Source: an optimization exercise on an open RTL-to-GDS flow (aim: small area). Production flows keep margins and buffers that such runs may drop.
Function not checked in this run: the RTL went through the layout flow alone.

## flow/config.mk

```make
export PLATFORM = sky130hd
export DESIGN_NAME = cordic_pipe_rtl
export DESIGN_NICKNAME = cordic_pipe_rtl
export VERILOG_FILES = /design/flow/design.v
export SDC_FILE = /design/flow/constraint.sdc
export NUM_CORES = 4
export LEC_CHECK = 0
export ABC_AREA = 1
export CAP_MARGIN = 20
export CORE_MARGIN = 2
export CORE_UTILIZATION = 60
export SLEW_MARGIN = 20
```

## flow/constraint.sdc

```tcl
create_clock -name core_clock -period 5.0 [get_ports {clock}]
set_input_delay 1.0000 -clock core_clock [delete_from_list [all_inputs] [get_ports {clock}]]
set_output_delay 1.0000 -clock core_clock [all_outputs]
set_load 0.01 [all_outputs]
```

## flow/design.v

```verilog
module add_sh_rca #(parameter J = 0) (input [11:0] a, input [11:0] b, input neg, output [11:0] y);
wire signed [11:0] bs = b;
wire signed [11:0] sh = bs >>> J;
wire [11:0] x = sh ^ {12{neg}};
wire [12:0] c;
assign c[0] = neg;
genvar i;
generate for (i = 0; i < 12; i = i + 1) begin : g
  assign y[i] = a[i] ^ x[i] ^ c[i];
  assign c[i+1] = (a[i] & x[i]) | (a[i] & c[i]) | (x[i] & c[i]);
end endgenerate
endmodule
module add_sh_hyb #(parameter J = 1) (input [11:0] a, input [11:0] b, input neg, output [11:0] y);
localparam N = 12 - J;
wire [11:0] x = (b >> J) ^ {12{neg}};    
wire [N:0] c;
assign c[0] = neg;
genvar i;
generate for (i = 0; i < N; i = i + 1) begin : g
  assign y[i] = a[i] ^ x[i] ^ c[i];
  assign c[i+1] = (a[i] & x[i]) | (a[i] & c[i]) | (x[i] & c[i]);
end endgenerate
wire k = b[11] ^ neg;      
wire chg = k ^ c[N];       
wire [J:0] run;
assign run[0] = chg;
generate for (i = 0; i < J; i = i + 1) begin : h
  assign y[N+i] = a[N+i] ^ run[i];
  assign run[i+1] = run[i] & (a[N+i] ^ ~c[N]);
end endgenerate
endmodule
module add_sh_fast #(parameter J = 0) (input [11:0] a, input [11:0] b, input neg, output [11:0] y);
wire signed [11:0] bs = b;
wire signed [11:0] sh = bs >>> J;
wire [11:0] x = sh ^ {12{neg}};
wire [12:0] t = {a, 1'b1} + {x, neg};
assign y = t[12:1];
endmodule
module rcaN #(parameter N = 8) (input [N-1:0] a, input [N-1:0] b, input ci, output [N-1:0] s);
wire [N:0] c;
assign c[0] = ci;
genvar i;
generate for (i = 0; i < N; i = i + 1) begin : g
  assign s[i] = a[i] ^ b[i] ^ c[i];
  assign c[i+1] = (a[i] & b[i]) | (a[i] & c[i]) | (b[i] & c[i]);
end endgenerate
endmodule
module mul621_fast (input [11:0] x, output [11:0] y);
wire signed [11:0] xx = x;
wire signed [21:0] xs = xx;
wire signed [21:0] a = (xs <<< 3) + xs;
wire signed [21:0] p = (a <<< 6) + (a <<< 2) + a;
assign y = p[21:10];
endmodule
module mul621_rca (input [11:0] x, output [11:0] y);
wire signed [11:0] xx = x;
wire signed [21:0] xs = xx;
wire [21:0] a, b, p;
rcaN #(22) u1 (xs <<< 3, xs, 1'b0, a);
rcaN #(22) u2 (a << 4, a, 1'b0, b);
rcaN #(22) u3 (b << 2, a, 1'b0, p);
assign y = p[21:10];
endmodule
module mul9_rca (input [11:0] x, output [15:0] y);
wire signed [11:0] xx = x;
wire signed [15:0] xs = xx;
rcaN #(16) u1 (xs <<< 3, xs, 1'b0, y);
endmodule
module mul9_fast (input [11:0] x, output [15:0] y);
wire signed [11:0] xx = x;
wire signed [15:0] xs = xx;
assign y = (xs <<< 3) + xs;
endmodule
module mul69_rca (input [15:0] x, output [11:0] y);
wire signed [15:0] xx = x;
wire signed [21:0] a = xx;
wire [21:0] b, p;
rcaN #(22) u2 (a << 4, a, 1'b0, b);
rcaN #(22) u3 (b << 2, a, 1'b0, p);
assign y = p[21:10];
endmodule
module mul69_fast (input [15:0] x, output [11:0] y);
wire signed [15:0] xx = x;
wire signed [21:0] a = xx;
wire signed [21:0] p = (a <<< 6) + (a <<< 2) + a;
assign y = p[21:10];
endmodule
module csa3 #(parameter N = 8) (input [N-1:0] a, input [N-1:0] b, input [N-1:0] c, output [N-1:0] s, output [N-1:0] k);
assign s = a ^ b ^ c;
assign k = {(a[N-2:0] & b[N-2:0]) | (a[N-2:0] & c[N-2:0]) | (b[N-2:0] & c[N-2:0]), 1'b0};
endmodule
module mul621_csa (input [11:0] x, output [11:0] y);
wire signed [11:0] xx = x;
wire signed [21:0] xs = xx;
wire signed [21:0] a = (xs <<< 3) + xs;
wire [21:0] s, k;
csa3 #(22) u (a << 6, a << 2, a, s, k);
wire [21:0] p = s + k;
assign y = p[21:10];
endmodule
module mul621_csa2 (input [11:0] x, output [11:0] y);
wire signed [11:0] xx = x;
wire signed [21:0] xs = xx;
wire [21:0] s1, k1, s2, k2, s3, k3, s4, k4;
csa3 #(22) u1 (xs << 9, xs << 6, xs << 5, s1, k1);
csa3 #(22) u2 (xs << 3, xs << 2, xs, s2, k2);
csa3 #(22) u3 (s1, k1, s2, s3, k3);
csa3 #(22) u4 (s3, k3, k2, s4, k4);
wire [21:0] p = s4 + k4;
assign y = p[21:10];
endmodule
module add_sh_hyb2 #(parameter J = 1) (input [11:0] a, input [11:0] b, input neg, output [11:0] y);
localparam N = 12 - J;
wire [11:0] x = (b >> J) ^ {12{neg}};    
wire [N:0] c;
assign c[0] = neg;
genvar i;
generate for (i = 0; i < N; i = i + 1) begin : g
  assign y[i] = a[i] ^ x[i] ^ c[i];
  assign c[i+1] = (a[i] & x[i]) | (a[i] & c[i]) | (x[i] & c[i]);
end endgenerate
wire k = b[11] ^ neg;      
wire [J:0] pinc, pdec;
assign pinc[0] = 1'b1;
assign pdec[0] = 1'b1;
generate for (i = 0; i < J; i = i + 1) begin : h
  assign pinc[i+1] = pinc[i] & a[N+i];
  assign pdec[i+1] = pdec[i] & ~a[N+i];
  assign y[N+i] = c[N] ? (a[N+i] ^ (~k & pinc[i])) : (a[N+i] ^ (k & pdec[i]));
end endgenerate
endmodule
module add_sh_hyb3 #(parameter J = 1) (input [11:0] a, input [11:0] b, input neg, output [11:0] y);
localparam N = 12 - J;
wire [11:0] x = (b >> J) ^ {12{neg}};    
wire [N:0] c;
assign c[0] = neg;
genvar i;
generate for (i = 0; i < N; i = i + 1) begin : g
  assign {c[i+1], y[i]} = a[i] + x[i] + c[i];
end endgenerate
wire k = b[11] ^ neg;      
wire chg = k ^ c[N];       
wire [J:0] run;
assign run[0] = chg;
generate for (i = 0; i < J; i = i + 1) begin : h
  assign y[N+i] = a[N+i] ^ run[i];
  assign run[i+1] = run[i] & (a[N+i] ^ ~c[N]);
end endgenerate
endmodule
module add_sh_hyb4 #(parameter J = 1) (input [11:0] a, input [11:0] b, input neg, output [11:0] y);
localparam N = 12 - J;
wire [11:0] x = (b >> J) ^ {12{neg}};    
wire [N:0] c;
assign c[0] = neg;
genvar i;
generate for (i = 0; i < N; i = i + 1) begin : g
  assign y[i] = a[i] ^ x[i] ^ c[i];
  assign c[i+1] = (a[i] & x[i]) | (a[i] & c[i]) | (x[i] & c[i]);
end endgenerate
wire [N:0] f;
assign f[0] = neg;
generate for (i = 0; i < N; i = i + 1) begin : q
  assign f[i+1] = (a[i] & x[i]) | ((a[i] | x[i]) & f[i]);
end endgenerate
wire k = b[11] ^ neg;      
wire [J:0] pinc, pdec;
assign pinc[0] = 1'b1;
assign pdec[0] = 1'b1;
generate for (i = 0; i < J; i = i + 1) begin : h
  assign pinc[i+1] = pinc[i] & a[N+i];
  assign pdec[i+1] = pdec[i] & ~a[N+i];
  assign y[N+i] = f[N] ? (a[N+i] ^ (~k & pinc[i])) : (a[N+i] ^ (k & pdec[i]));
end endgenerate
endmodule
module add_sh_hyb5 #(parameter J = 1) (input [11:0] a, input [11:0] b, input neg, output [11:0] y);
localparam N = 12 - J;
wire [11:0] x = (b >> J) ^ {12{neg}};    
wire [N:0] c;
assign c[0] = neg;
genvar i;
generate for (i = 0; i < N; i = i + 1) begin : g
  assign y[i] = a[i] ^ x[i] ^ c[i];
  assign c[i+1] = (a[i] & x[i]) | ((a[i] ^ x[i]) & c[i]);
end endgenerate
wire k = b[11] ^ neg;      
wire [J:0] pinc, pdec;
assign pinc[0] = 1'b1;
assign pdec[0] = 1'b1;
generate for (i = 0; i < J; i = i + 1) begin : h
  assign pinc[i+1] = pinc[i] & a[N+i];
  assign pdec[i+1] = pdec[i] & ~a[N+i];
  assign y[N+i] = c[N] ? (a[N+i] ^ (~k & pinc[i])) : (a[N+i] ^ (k & pdec[i]));
end endgenerate
endmodule
module add_sh_hyb6 #(parameter J = 1) (input [11:0] a, input [11:0] b, input neg, output [11:0] y);
localparam N = 12 - J;
wire [11:0] x = (b >> J) ^ {12{neg}};    
wire [N:0] c;
assign c[0] = neg;
genvar i;
generate for (i = 0; i < N; i = i + 1) begin : g
  assign y[i] = a[i] ^ x[i] ^ c[i];
  assign c[i+1] = (a[i] & x[i]) | (c[i] & (a[i] | x[i]));
end endgenerate
wire k = b[11] ^ neg;      
wire chg = k ^ c[N];       
wire [J:0] run;
assign run[0] = chg;
generate for (i = 0; i < J; i = i + 1) begin : h
  assign y[N+i] = a[N+i] ^ run[i];
  assign run[i+1] = run[i] & (a[N+i] ^ ~c[N]);
end endgenerate
endmodule
module add_sh_hyb7 #(parameter J = 1) (input [11:0] a, input [11:0] b, input neg, output [11:0] y);
localparam N = 12 - J;
wire [11:0] x = (b >> J) ^ {12{neg}};    
wire [N:0] c;
assign c[0] = neg;
genvar i;
generate for (i = 0; i < N; i = i + 1) begin : g
  assign y[i] = a[i] ^ x[i] ^ c[i];
  assign c[i+1] = ~((~a[i] & ~x[i]) | (~c[i] & (~a[i] | ~x[i])));
end endgenerate
wire k = b[11] ^ neg;      
wire chg = k ^ c[N];       
wire [J:0] run;
assign run[0] = chg;
generate for (i = 0; i < J; i = i + 1) begin : h
  assign y[N+i] = a[N+i] ^ run[i];
  assign run[i+1] = run[i] & (a[N+i] ^ ~c[N]);
end endgenerate
endmodule
module add_sh_hyb8 #(parameter J = 1) (input [11:0] a, input [11:0] b, input neg, output [11:0] y);
localparam N = 12 - J;
wire [11:0] bj = b >> J;
wire [11:0] x = neg ? ~bj : bj;    
wire [N:0] c;
assign c[0] = neg;
genvar i;
generate for (i = 0; i < N; i = i + 1) begin : g
  assign y[i] = a[i] ^ x[i] ^ c[i];
  assign c[i+1] = (a[i] & x[i]) | (c[i] & (a[i] | x[i]));
end endgenerate
wire k = b[11] ^ neg;      
wire chg = k ^ c[N];       
wire [J:0] run;
assign run[0] = chg;
generate for (i = 0; i < J; i = i + 1) begin : h
  assign y[N+i] = a[N+i] ^ run[i];
  assign run[i+1] = run[i] & (a[N+i] ^ ~c[N]);
end endgenerate
endmodule
module cordic_pipe_rtl( clock, reset, ce, angle_in, sin_out, cos_out, valid_out );
input clock, reset, ce;
input [11:0] angle_in;
output [11:0] sin_out, cos_out;
output valid_out;
reg [3:0] vcnt;
always @(posedge clock) if (reset) vcnt <= 4'd0; else if (ce && vcnt != 4'd15) vcnt <= vcnt + 4'd1;
assign valid_out = (vcnt == 4'd15);
reg signed [11:0] r0;
always @(posedge clock) if (ce) r0 <= angle_in;
wire d0 = r0 > 12'sd0;
wire d1 = d0 ? (r0 > 12'sd804) : (r0 > -12'sd804);
reg d2, d3;
always @* case ({d0,d1})
  2'b11: d2 = r0 > 12'sd1279; 2'b10: d2 = r0 > 12'sd329; 2'b01: d2 = r0 > -12'sd329; default: d2 = r0 > -12'sd1279;
endcase
always @* case ({d0,d1,d2})
  3'b111: d3 = r0 > 12'sd1530; 3'b110: d3 = r0 > 12'sd1028; 3'b101: d3 = r0 > 12'sd580;  3'b100: d3 = r0 > 12'sd78;
  3'b011: d3 = r0 > -12'sd78;  3'b010: d3 = r0 > -12'sd580; 3'b001: d3 = r0 > -12'sd1028; default: d3 = r0 > -12'sd1530;
endcase
reg [15:0] r1;
always @(posedge clock) if (ce) r1 <= {d0, d1, d2, d3, r0};
wire signed [12:0] t4;    
wire [15:0] t4_b0 = 16'h0000;
assign t4[0] = t4_b0[r1[15:12]];
wire [15:0] t4_b1 = 16'h9696;
assign t4[1] = t4_b1[r1[15:12]];
wire [15:0] t4_b2 = 16'he8e8;
assign t4[2] = t4_b2[r1[15:12]];
wire [15:0] t4_b3 = 16'h3cc3;
assign t4[3] = t4_b3[r1[15:12]];
wire [15:0] t4_b4 = 16'h3f03;
assign t4[4] = t4_b4[r1[15:12]];
wire [15:0] t4_b5 = 16'h3f03;
assign t4[5] = t4_b5[r1[15:12]];
wire [15:0] t4_b6 = 16'h30f3;
assign t4[6] = t4_b6[r1[15:12]];
wire [15:0] t4_b7 = 16'h3f03;
assign t4[7] = t4_b7[r1[15:12]];
wire [15:0] t4_b8 = 16'h6a56;
assign t4[8] = t4_b8[r1[15:12]];
wire [15:0] t4_b9 = 16'he631;
assign t4[9] = t4_b9[r1[15:12]];
wire [15:0] t4_b10 = 16'h1e0f;
assign t4[10] = t4_b10[r1[15:12]];
wire [15:0] t4_b11 = 16'hfe00;
assign t4[11] = t4_b11[r1[15:12]];
wire [15:0] t4_b12 = 16'hfe00;
assign t4[12] = t4_b12[r1[15:12]];
wire signed [11:0] q1 = r1[11:0];
wire signed [12:0] y4 = q1 + t4;
wire [6:0] v = y4[12] ? 7'd0 : (y4[11:8] != 4'd0) ? 7'd127 : y4[7:1];
reg [10:0] r2;
always @(posedge clock) if (ce) r2 <= {r1[15:12], v};
reg [10:0] r3;
always @(posedge clock) if (ce) r3 <= r2;
reg [10:0] r4;
always @(posedge clock) if (ce) r4 <= r3;
reg [10:0] r5;
always @(posedge clock) if (ce) r5 <= r4;
reg [10:0] r6;
always @(posedge clock) if (ce) r6 <= r5;
reg [10:0] r7;
always @(posedge clock) if (ce) r7 <= r6;
reg [10:0] r8;
always @(posedge clock) if (ce) r8 <= r7;
reg [10:0] r9;
always @(posedge clock) if (ce) r9 <= r8;
wire [11:0] sl1, cl2;   
wire [63:0] sl1_b0 = 64'hf00ffffffffff00f;
assign sl1[0] = sl1_b0[r9[10:5]];
wire [63:0] sl1_b1 = 64'h0550c0033ffcfaaf;
assign sl1[1] = sl1_b1[r9[10:5]];
wire [63:0] sl1_b2 = 64'hbd24987cc1e6de12;
assign sl1[2] = sl1_b2[r9[10:5]];
wire [63:0] sl1_b3 = 64'h0f7168aaaae9704f;
assign sl1[3] = sl1_b3[r9[10:5]];
wire [63:0] sl1_b4 = 64'h74ae583333e58bd1;
assign sl1[4] = sl1_b4[r9[10:5]];
wire [63:0] sl1_b5 = 64'h069f929696b6069f;
assign sl1[5] = sl1_b5[r9[10:5]];
wire [63:0] sl1_b6 = 64'h072a498e8e6dab1f;
assign sl1[6] = sl1_b6[r9[10:5]];
wire [63:0] sl1_b7 = 64'hf83392d4d4b633e0;
assign sl1[7] = sl1_b7[r9[10:5]];
wire [63:0] sl1_b8 = 64'h003c1ce718c7c3ff;
assign sl1[8] = sl1_b8[r9[10:5]];
wire [63:0] sl1_b9 = 64'hffc01f071f07fc00;
assign sl1[9] = sl1_b9[r9[10:5]];
wire [63:0] sl1_b10 = 64'hffffe0071ff80000;
assign sl1[10] = sl1_b10[r9[10:5]];
wire [63:0] sl1_b11 = 64'h000000071fffffff;
assign sl1[11] = sl1_b11[r9[10:5]];
wire [63:0] cl2_b0 = 64'hfffff00f0ff00000;
assign cl2[0] = cl2_b0[r9[10:5]];
wire [63:0] cl2_b1 = 64'hc0030aa0a00a6aa9;
assign cl2[1] = cl2_b1[r9[10:5]];
wire [63:0] cl2_b2 = 64'h3e1924bdbd24187e;
assign cl2[2] = cl2_b2[r9[10:5]];
wire [63:0] cl2_b3 = 64'h55168ef00f71e8aa;
assign cl2[3] = cl2_b3[r9[10:5]];
wire [63:0] cl2_b4 = 64'hcc1a752e74ae5833;
assign cl2[4] = cl2_b4[r9[10:5]];
wire [63:0] cl2_b5 = 64'h6949f960069f9296;
assign cl2[5] = cl2_b5[r9[10:5]];
wire [63:0] cl2_b6 = 64'h719254e0072a498e;
assign cl2[6] = cl2_b6[r9[10:5]];
wire [63:0] cl2_b7 = 64'h2b49cc1ff83392d4;
assign cl2[7] = cl2_b7[r9[10:5]];
wire [63:0] cl2_b8 = 64'he7383c00003c1ce7;
assign cl2[8] = cl2_b8[r9[10:5]];
wire [63:0] cl2_b9 = 64'he0f803ffffc01f07;
assign cl2[9] = cl2_b9[r9[10:5]];
wire [63:0] cl2_b10 = 64'he007ffffffffe007;
assign cl2[10] = cl2_b10[r9[10:5]];
wire [63:0] cl2_b11 = 64'he000000000000007;
assign cl2[11] = cl2_b11[r9[10:5]];
wire [11:0] s3, c4;   
add_sh_hyb6 #(6) u_s3 (.a(sl1), .b(cl2), .neg(~r9[4]), .y(s3));
add_sh_hyb6 #(6) u_c4 (.a(cl2), .b(sl1), .neg(r9[4]), .y(c4));
reg [11:0] rs10, rc10;
reg [3:0] rd10;
always @(posedge clock) if (ce) begin rs10 <= s3; rc10 <= c4; rd10 <= r9[3:0]; end
wire [11:0] s5, c6;   
add_sh_hyb6 #(7) u_s5 (.a(rs10), .b(rc10), .neg(~rd10[3]), .y(s5));
add_sh_hyb6 #(7) u_c6 (.a(rc10), .b(rs10), .neg(rd10[3]), .y(c6));
reg [11:0] rs11, rc11;
reg [2:0] rd11;
always @(posedge clock) if (ce) begin rs11 <= s5; rc11 <= c6; rd11 <= rd10[2:0]; end
wire [11:0] s7, c8;   
add_sh_hyb6 #(8) u_s7 (.a(rs11), .b(rc11), .neg(~rd11[2]), .y(s7));
add_sh_hyb6 #(8) u_c8 (.a(rc11), .b(rs11), .neg(rd11[2]), .y(c8));
wire [11:0] s9, c10;   
add_sh_hyb6 #(9) u_s9 (.a(s7), .b(c8), .neg(~rd11[1]), .y(s9));
add_sh_hyb6 #(9) u_c10 (.a(c8), .b(s7), .neg(rd11[1]), .y(c10));
reg [11:0] rs12, rc12;
reg [0:0] rd12;
always @(posedge clock) if (ce) begin rs12 <= s9; rc12 <= c10; rd12 <= rd11[0:0]; end
wire [11:0] s11, c12;   
add_sh_hyb6 #(10) u_s11 (.a(rs12), .b(rc12), .neg(~rd12[0]), .y(s11));
add_sh_hyb6 #(10) u_c12 (.a(rc12), .b(rs12), .neg(rd12[0]), .y(c12));
reg [11:0] rs13, rc13;
always @(posedge clock) if (ce) begin rs13 <= s11; rc13 <= c12; end
wire [11:0] ms13, mc14;
mul621_fast u_ms13 (.x(rs13), .y(ms13));
mul621_fast u_mc14 (.x(rc13), .y(mc14));
reg [11:0] rs14, rc14;
always @(posedge clock) if (ce) begin rs14 <= ms13; rc14 <= mc14; end
assign sin_out = rs14;
assign cos_out = rc14;
endmodule
```

## flow/flow/run.sh

```bash
#!/bin/bash
# Layout flow: the standard ORFS flow (standard.sh) with
#  - synthesis without the generic ABC pass that yosys's synth runs before full-adder
#    extraction (registers are unchanged; only the combinational mapping differs),
#  - a smaller clock tree: no dummy loads, clkbuf_8 leaf buffers, clusters of at most 16 sinks,
#  - buf_1 cells as the port buffers.
# Each tool's output goes to standard.log in this folder.
set -o pipefail
export SYNTH_ARGS="-noabc"
export CTS_ARGS="-sink_clustering_enable -repair_clock_nets -dont_use_dummy_load -buf_list sky130_fd_sc_hd__clkbuf_8 -sink_clustering_size 16 -sink_clustering_max_diameter 60"
export BUFFER_PORTS_ARGS="-buffer_cell sky130_fd_sc_hd__buf_1"
bash standard.sh > standard.log 2>&1
```

## flow/standard.sh

```bash
#!/bin/bash
# synth_recipe.tcl (not shown) runs the flow's synth.tcl, then flattens the netlist and writes it again
# the make line also repeats each setting of config.mk as NAME=value (left out here)
make -C /OpenROAD-flow-scripts/flow DESIGN_CONFIG=/design/flow/config.mk WORK_HOME=/design/flow/orfs CLKGATE_MAP_FILE= SYNTH_SCRIPT=/design/flow/synth_recipe.tcl "${@:-finish}"
```

==> impl_metrics.ini <==
[clock_tree]
cts-root-buf = clkbuf_8
ctsLongestPathBuffers = 3
cts_tree = built
clk_pin_slew_worst_paths_ns = 0.08
numCtsBuffers = 24
clock_sinks = 247
cts-hold-fix-buffers = 0
clk_latency_ns = 0.56
cts-htree-levels = 1

[timing]
tns_ns = -5.947
fin_crit_ns = 5.429
rsz0062_at_grt = true
drv_slew = 0
fin_skew_ns = 0.05427
fmax_mhz = 184.2
hold_violations = 0
whs_ns = 0.3929
period_share_pct = 108.6
maxSlewHeadroom_pct = 50.58
setup_slack_ns = -0.4288
tightest_slew_ns = 0.7413
setup_viol = 17

[synth]
synth.yosys.warnings = 1
syn-num-nets = 1692
synthArstFlopShare_pct = 0
synth.avg_cell_area_um2 = 10.32
synth_top_flop_cell = edfxtp_1
netlist_top_cells_area = edfxtp_1 (46%), fa_1 (8.2%), xor2_1 (6.8%), nand2_1 (6.6%), ha_1 (6.6%)
synth_top_area_share_pct = 46.25
synth-edff-count = 243
synthCells = 1529
ys_seq_elements = 247
yosysSeqAreaShare_pct = 46.76
synth.distinct_cells = 58
synth.cell_area_um2 = 15780
synth_largest_area_cell = edfxtp_1

[cells_and_area]
drive_gt1_share_pct = 16.84
nFillCells = 1910
postLayoutCoreUtil_pct = 69.46
regMostFlops = r1
area_delta_synth_final_pct = 14.09
largest_reg_flops = 15
antenna_cells = 0
finalNetCount = 1857

[route]
vias = 11210
via_per_inst = 5.529
post_drt_wl_per_cell_um = 15.69
drt_iter0_markers = 616
drtAntennaViolNets = 0
drt_first_pass_iters = 5
drc_errors = 0
wirelength_um = 31800

[placement]
io_buffers = 39
gp_congestion = 0.9176
hpwl_um = 23620

[setup_path]
rrSetupSlack_ns = -0.43
crit_type = reg -> reg
critical_path_arrival_ns = 5.75
endpoint_kind = flop
cp-start-kind = flop
crit_required_ns = 5.32
crit_path_max_fanout = 7

[global_routing]
grt_usage_pct = 22.54
grt_use_met3_pct = 2.598
overflow = 0
grt_busiest_layer = met2
grt_max_degree = 130
antenna_found_initial = 0
grt_use_met2_pct = 41.53
grt_pass1_wl_um = 51370
met1_usage_pct = 28.11
grt_pass1_vias = 10980

[run_status]
outcome = failed layout checks
violations = setup timing

[die]
die_area_um2 = 27610
core.rowCount = 59
core_um2 = 25910
die_h_um = 166.2
die_w_um = 166.2
initial_utilization_pct = 60.89
pin_count = 40

[min_path]
min-delay-path-class = reg -> reg

[run]
cap_viol_max_count = 0
worst paths after layout:
kind / to / cells after the start / start
max: rs12[11] / 23 / rd11[2]
min: r5[8] / 0 / r4[8]
max reg2reg: rs12[11] / 23 / rd11[2]
min reg2reg: r5[8] / 0 / r4[8]
cell type report:
| cell class | count | area [um2] | share of cell area [%] |
|---|---|---|---|
| multi-input combinational | 1106 | 8118 | 45.10 |
| sequential | 247 | 7377 | 40.99 |
| timing repair buffer | 166 | 1182 | 6.569 |
| inverter | 149 | 571.8 | 3.177 |
| tap | 335 | 419.2 | 2.329 |
| clock buffer | 24 | 330.3 | 1.835 |
critical path, stage by stage, from the launching register on:
cell and delay [ns]:
edfxtp_1 0.43, buf_6 0.15, xor2_1 0.17, fa_2 0.38, fa_2 0.37, fa_2 0.37
fa_2 0.39, or2_4 0.26, o21ai_4 0.15, inv_2 0.06, nor2_4 0.13, xor2_2 0.18
xor2_1 0.22, fa_2 0.22, inv_1 0.05, fa_2 0.36, fa_2 0.42, inv_4 0.12
xor2_2 0.17, nand4_1 0.20, nor2_4 0.25, nand3_2 0.08, nand2_1 0.06, nand2_1 0.05
timing repair:
item	CTS	global route
gates resized for setup	46	46
endpoints found under the setup margin	28	32
buffers inserted	15	17
endpoints found under the hold margin	0	0
pin swaps	22	29
layer usage:
layer  part of all wire, %  up-vias  wire [um]
met3                   3.7       58       1179
li1                      -     5557          -
met1                    42     5377      13250
met5                     0        -          0
met2                    52      216      16620
met4                   2.3        0        745
cells in the mapped netlist, types with 3 or more instances:
cell      number
nand2_1      278
edfxtp_1     243
inv_1        139
xor2_1       123
nand3_1       95
nor2_1        95
a21oi_1       94
ha_1          83
o21ai_0       68
fa_1          65
xnor2_1       59
nand4_1       20
a31oi_1       13
clkbuf_1      11
or2_2         10
a21o_1         9
o211ai_1       9
nand2_2        7
nor3_1         7
o21ai_2        7
buf_2          6
inv_2          5
o21bai_1       5
o31ai_1        5
a211oi_1       4
buf_4          4
clkinv_1       4
dfxtp_1        4
nor4_1         4
o21ai_1        4
o22ai_1        4
buf_1          3
buf_6          3
nand3b_1       3
nor2_4         3
cells by family after synthesis:
family,Yosys count,share of synthesized area [%]
and+or+nand+nor,534,14.75
adders and majority gates,148,14.83
DFF,247,46.76
buffers and inverters,176,4.481
muxes,1,0.06345
AOI/OAI and AO/OA,241,9.010
xor gates and xnor gates,182,10.10
per-stage QoR:
stage	setup slack, ns	cell area [um2]	cells
finish	-0.4288	18000	2027
floorplan	-0.5043	15910	1529
CTS	-0.3326	17680	2010
global placement	-0.3693	17050	1971
detailed placement	-0.5163	17050	1971
global route	-0.6398	18000	2027
placed cells by master, fill, tap and decap left out, types with 12 or more instances in the layout:
master / n
nand4_1: 20
xnor2_1: 54
o21ai_0: 60
nor2_1: 89
clkbuf_8: 24
buf_1: 38
xor2_1: 114
inv_1: 128
ha_1: 83
edfxtp_1: 243
nand3_1: 90
fa_2: 26
inv_2: 14
fa_1: 39
a31oi_1: 12
a21oi_1: 92
buf_4: 113
nand2_1: 268
o21ai_2: 14

[port drivers added, routing unchanged]
Ports are ideal in the flow. The routed layout listed here was re-timed in OpenROAD. Step 1 (the two cells are an assumption about what drives the block):
set clk [get_ports {clock}]
set_driving_cell -lib_cell sky130_fd_sc_hd__clkbuf_16 $clk
set_driving_cell -lib_cell sky130_fd_sc_hd__buf_2 [delete_from_list [all_inputs] $clk]
Step 2, shift: input delay + t, output delay - t, t = (earliest + latest rising clock arrival at the registers) / 2. This alone moves slack from input paths to output paths. Three values: ideal ports, drivers, drivers and shift; two values: the first two.
t (ns): 0.575
setup WS [ns]: -0.429 / -0.429 / -0.429
latest minus earliest clock arrival (ns): 0.074 / 0.074
worst register clock-pin slew, ns: 0.10 / 0.10
pins driven straight from the clock port: 1
For this run, drivers alone change the setup slack by 0.000 ns; drivers and shift together by 0.000 ns.
